This design comes from an exercise in tuning for small area on the open sky130 flow, not from production work.
The RTL was checked by simulation tests, not by an equivalence proof against the original design.
The flow treats the clock pin as an ideal source. Dropping or thinning the clock tree relies on that and would not hold on a real chip.
Power is estimated from default activity; no workload was simulated.

==> module uart_rx, before the edit <==
module uart_rx (
  input clk,
  input rx_clk,
  input rx_start,
  input rst,
  input rx,
  input [3:0] length,
  input parity_type,
  input parity_en,
  input stop2,
  output reg [7:0] rx_out,
  output rx_done,
  output reg rx_error
);
  localparam [2:0] idle             = 3'd0,
                   start_bit        = 3'd1,
                   check_parity     = 3'd3,
                   check_first_stop = 3'd4,
                   check_sec_stop   = 3'd5,
                   done             = 3'd6;
  reg [7:0] datard;
  reg [3:0] count;
  reg in_data;
  reg [2:0] st;
  reg [1:0] bc_hi;
  reg rx_par;
  wire [4:0] bit_count = {bc_hi, st};
  wire [4:0] last = {2'b00, 1'b1, length[1:0] - 2'd1};
  wire [7:0] mask = 8'hff >> (2'd0 - length[1:0]);
  wire c7 = (count == 4'd7);
  wire c15 = (count == 4'd15);
  always @(posedge clk or posedge rst) begin
    if(rst) begin
      in_data <= 1'b0;
      st <= idle;
      rx_error <= 1'b0;
      rx_out <= 8'd0;
    end
    else if(rx_clk) begin
      if (in_data) begin
        if (c15) begin
          if (bit_count == last) begin
            rx_out <= datard & mask;
            in_data <= 1'b0;
            st <= parity_en ? check_parity : check_first_stop;
          end
          else
            st <= st + 3'd1;
        end
      end
      else begin
        case(st)
          idle : begin
            rx_error <= 1'b0;
            if(rx_start && !rx)
              st <= start_bit;
          end
          start_bit : begin
            if(c7 && rx) begin
              st <= idle;
              rx_error <= 1'b1;
            end
            else if(c15) begin
              in_data <= 1'b1;
              st <= 3'd0;
            end
          end
          check_parity : begin
            if(c7)
              rx_error <= rx ^ rx_par ^ ~parity_type;
            else if(c15)
              st <= check_first_stop;
          end
          check_first_stop : begin
            if(c7)
              rx_error <= !rx;
            else if (c15) begin
              rx_error <= 1'b0;
              st <= stop2 ? check_sec_stop : done;
            end
          end
          check_sec_stop : begin
            if(c7)
              rx_error <= !rx;
            else if (c15) begin
              rx_error <= 1'b0;
              st <= done;
            end
          end
          done : begin
            rx_error <= 1'b0;
            st <= idle;
          end
          default : st <= idle;
        endcase
      end
    end
  end
  assign rx_done = !in_data && (st == done);
  always @(posedge clk) begin
    bc_hi <= {2{in_data}} & (bc_hi + {1'b0, rx_clk && c15 && st == 3'd7});
  end
  always @(posedge clk) begin
    if(rx_clk && in_data && c7)
      rx_par <= (st == 3'd0) ? rx : rx_par ^ rx;
  end
  wire [7:0] datard_we = {7'd0, rx_clk && in_data && c7} << st;
  integer i;
  always @(posedge clk) begin
    for (i = 0; i < 8; i = i + 1)
      if (datard_we[i])
        datard[i] <= rx;
  end
  always @(posedge clk) begin
    if (!in_data && st == idle)
      count <= 4'd0;
    else
      count <= count + {3'd0, rx_clk};
  end
endmodule
export LEC_CHECK = 0
export CAP_MARGIN = 0
export CORE_MARGIN = 2
export CORE_UTILIZATION = 40
export GPL_TIMING_DRIVEN = 0
export SLEW_MARGIN = 0
create_clock -name core_clock -period 20.0 [get_ports {clk}]
standard.sh (not shown) runs the stock make flow with config.mk's settings and CLKGATE_MAP_FILE= SYNTH_SCRIPT=/design/flow/synth_recipe.tcl, a recipe that flattens the netlist after the stock synthesis.
==> flow/flow/run.sh <==
#!/bin/bash
# Own layout flow: the standard synthesis; its combinational logic re-mapped
# for area with several ABC scripts, keeping the flip-flops as they are, and
# the smallest result kept; then the standard ORFS steps with buf_1 port
# buffers and, after CTS, a clock tree of a few buffers fed by the clock port.
# Every tool writes its full output to a log file of its own here.
set -euo pipefail
W=$(pwd)
R=$W/orfs/results/$FLOW_PLATFORM/uart_top/base
LIB=$FLOW_HOME/platforms/$FLOW_PLATFORM/lib/sky130_fd_sc_hd__tt_025C_1v80.lib

# 1. standard synthesis
bash standard.sh synth > $W/log_1_synth_std.log 2>&1

# 2. re-map the combinational logic for area, several scripts in parallel
cp $R/1_2_yosys.v $W/synth_std.v
DU=$(grep -A40 '^export DONT_USE_CELLS' $FLOW_HOME/platforms/$FLOW_PLATFORM/config.mk | grep -o 'sky130_fd_sc_hd__[a-z0-9_]*' | tr '\n' ' ')
export REMAP_IN=$W/synth_std.v REMAP_LIB=$LIB REMAP_DONT_USE="$DU" W
remap_one() {
  n=$(basename $1 .abc)
  REMAP_OUT=$W/remap_$n.v REMAP_ABC=$1 yosys -c $W/flow/remap.tcl > $W/log_2_remap_$n.log 2>&1 || true
}
export -f remap_one
ls $W/flow/abc_*.abc | xargs -P ${NUM_CORES:-4} -I{} bash -c 'remap_one {}'
best=""
besta=""
for s in $W/flow/abc_*.abc; do
  n=$(basename $s .abc)
  [[ -f $W/remap_$n.v.stat ]] || continue
  # only netlists made of library cells alone
  if grep -q "Area for cell type" $W/remap_$n.v.stat; then echo "$n rejected" >> $W/remap_areas.txt; continue; fi
  a=$(grep "Chip area for module" $W/remap_$n.v.stat | awk '{print $NF}')
  echo "$n $a" >> $W/remap_areas.txt
  if [[ -z "$best" ]] || awk -v a=$a -v b=$besta 'BEGIN{exit !(a<b)}'; then best=$n; besta=$a; fi
done
echo "best $best $besta" >> $W/remap_areas.txt
cp $W/remap_$best.v $R/1_2_yosys.v
rm -f $R/1_synth.odb $R/1_synth.sdc
bash standard.sh synth > $W/log_3_synth_odb.log 2>&1

# 3. the rest of the standard flow
export BUFFER_PORTS_ARGS="-buffer_cell sky130_fd_sc_hd__buf_1"
export CTS_ARGS="-sink_clustering_enable -repair_clock_nets -dont_use_dummy_load"
export POST_CTS_TCL=$W/flow/cts_post.tcl
export CLK_GROUPS=4
export CLK_BUF=sky130_fd_sc_hd__clkbuf_8
export CLK_SLEW_UPSIZE=0.110
export CLK_BUF_BIG=sky130_fd_sc_hd__buf_12
bash standard.sh > $W/log_4_layout.log 2>&1
Other scripts of this flow, unchanged in this note and not shown: flow/flow/abc_a1f.abc, flow/flow/abc_a2f.abc, flow/flow/abc_a5f.abc, flow/flow/abc_a6f.abc, flow/flow/abc_a7f.abc, flow/flow/abc_a8f.abc, flow/flow/abc_c12.abc, flow/flow/abc_c13.abc, flow/flow/abc_n1.abc, flow/flow/abc_n1f.abc, flow/flow/abc_n4.abc, flow/flow/abc_n4f.abc, flow/flow/cts_post.tcl, flow/flow/remap.tcl
Then changed:
--- a/flow/design.v
+++ b/flow/design.v
@@ -174,5 +174,5 @@
   wire [4:0] bit_count = {bc_hi, st};
   wire [4:0] last = {2'b00, 1'b1, length[1:0] - 2'd1};
-  wire [7:0] mask = 8'hff >> (2'd0 - length[1:0]);
+  wire [7:0] mask = {length[1:0] == 2'b00, length[1] ~^ length[0], length[1:0] != 2'b01, 5'b11111};
   wire c7 = (count == 4'd7);
   wire c15 = (count == 4'd15);
@@ -249,13 +249,8 @@
   end
   always @(posedge clk) begin
-    if(rx_clk && in_data && c7)
+    if(rx_clk && in_data && c7) begin
+      datard[st] <= rx;
       rx_par <= (st == 3'd0) ? rx : rx_par ^ rx;
-  end
-  wire [7:0] datard_we = {7'd0, rx_clk && in_data && c7} << st;
-  integer i;
-  always @(posedge clk) begin
-    for (i = 0; i < 8; i = i + 1)
-      if (datard_we[i])
-        datard[i] <= rx;
+    end
   end
   always @(posedge clk) begin
Cell area is higher by 1.4%.
Power stays flat.
Utilization is higher by 0.40 points.
First-iteration DRC count is higher by 29%.
Via count is higher by 1.1%.
Routed wire length is higher by 1.3%.
Sequential power is about the same.
Area after synthesis is higher by 0.84%.
Cell count is higher by 2.4%.
Global-route usage hardly moves.
Hold slack improved by 0.016 ns.
No run of this note takes its clock network from TritonCTS; it comes from the design's own scripts or RTL.

-- separate check: timing with driven ports --
No port has a modelled driver above. Below, the same layouts with a new extraction and two added sets of constraints.
Step 1, drivers: a clkbuf_16 drives clk and a buf_2 each remaining input, both assumed.
Step 2 adds t to the input delays and takes it off the output delays; t is the mean of the earliest and latest rising clock arrival at the registers after step 1. Input paths then give back, and output paths get back, about the clock's delay inside the block.
Three values: ideal, step 1, step 2; two values: the first two.
run	t, ns	setup slack, ns	slew at the worst register clock pin (ns)	pins driven straight from the clock port
the first run	0.220	14.326 / 14.361 / 14.142	0.10 / 0.10	4
the second run	0.201	14.224 / 14.265 / 14.065	0.11 / 0.11	4
After both steps setup and hold are still met in every run listed. For the first run, which loses most, drivers alone change the setup slack by +0.035 ns; drivers and shift together by -0.184 ns.
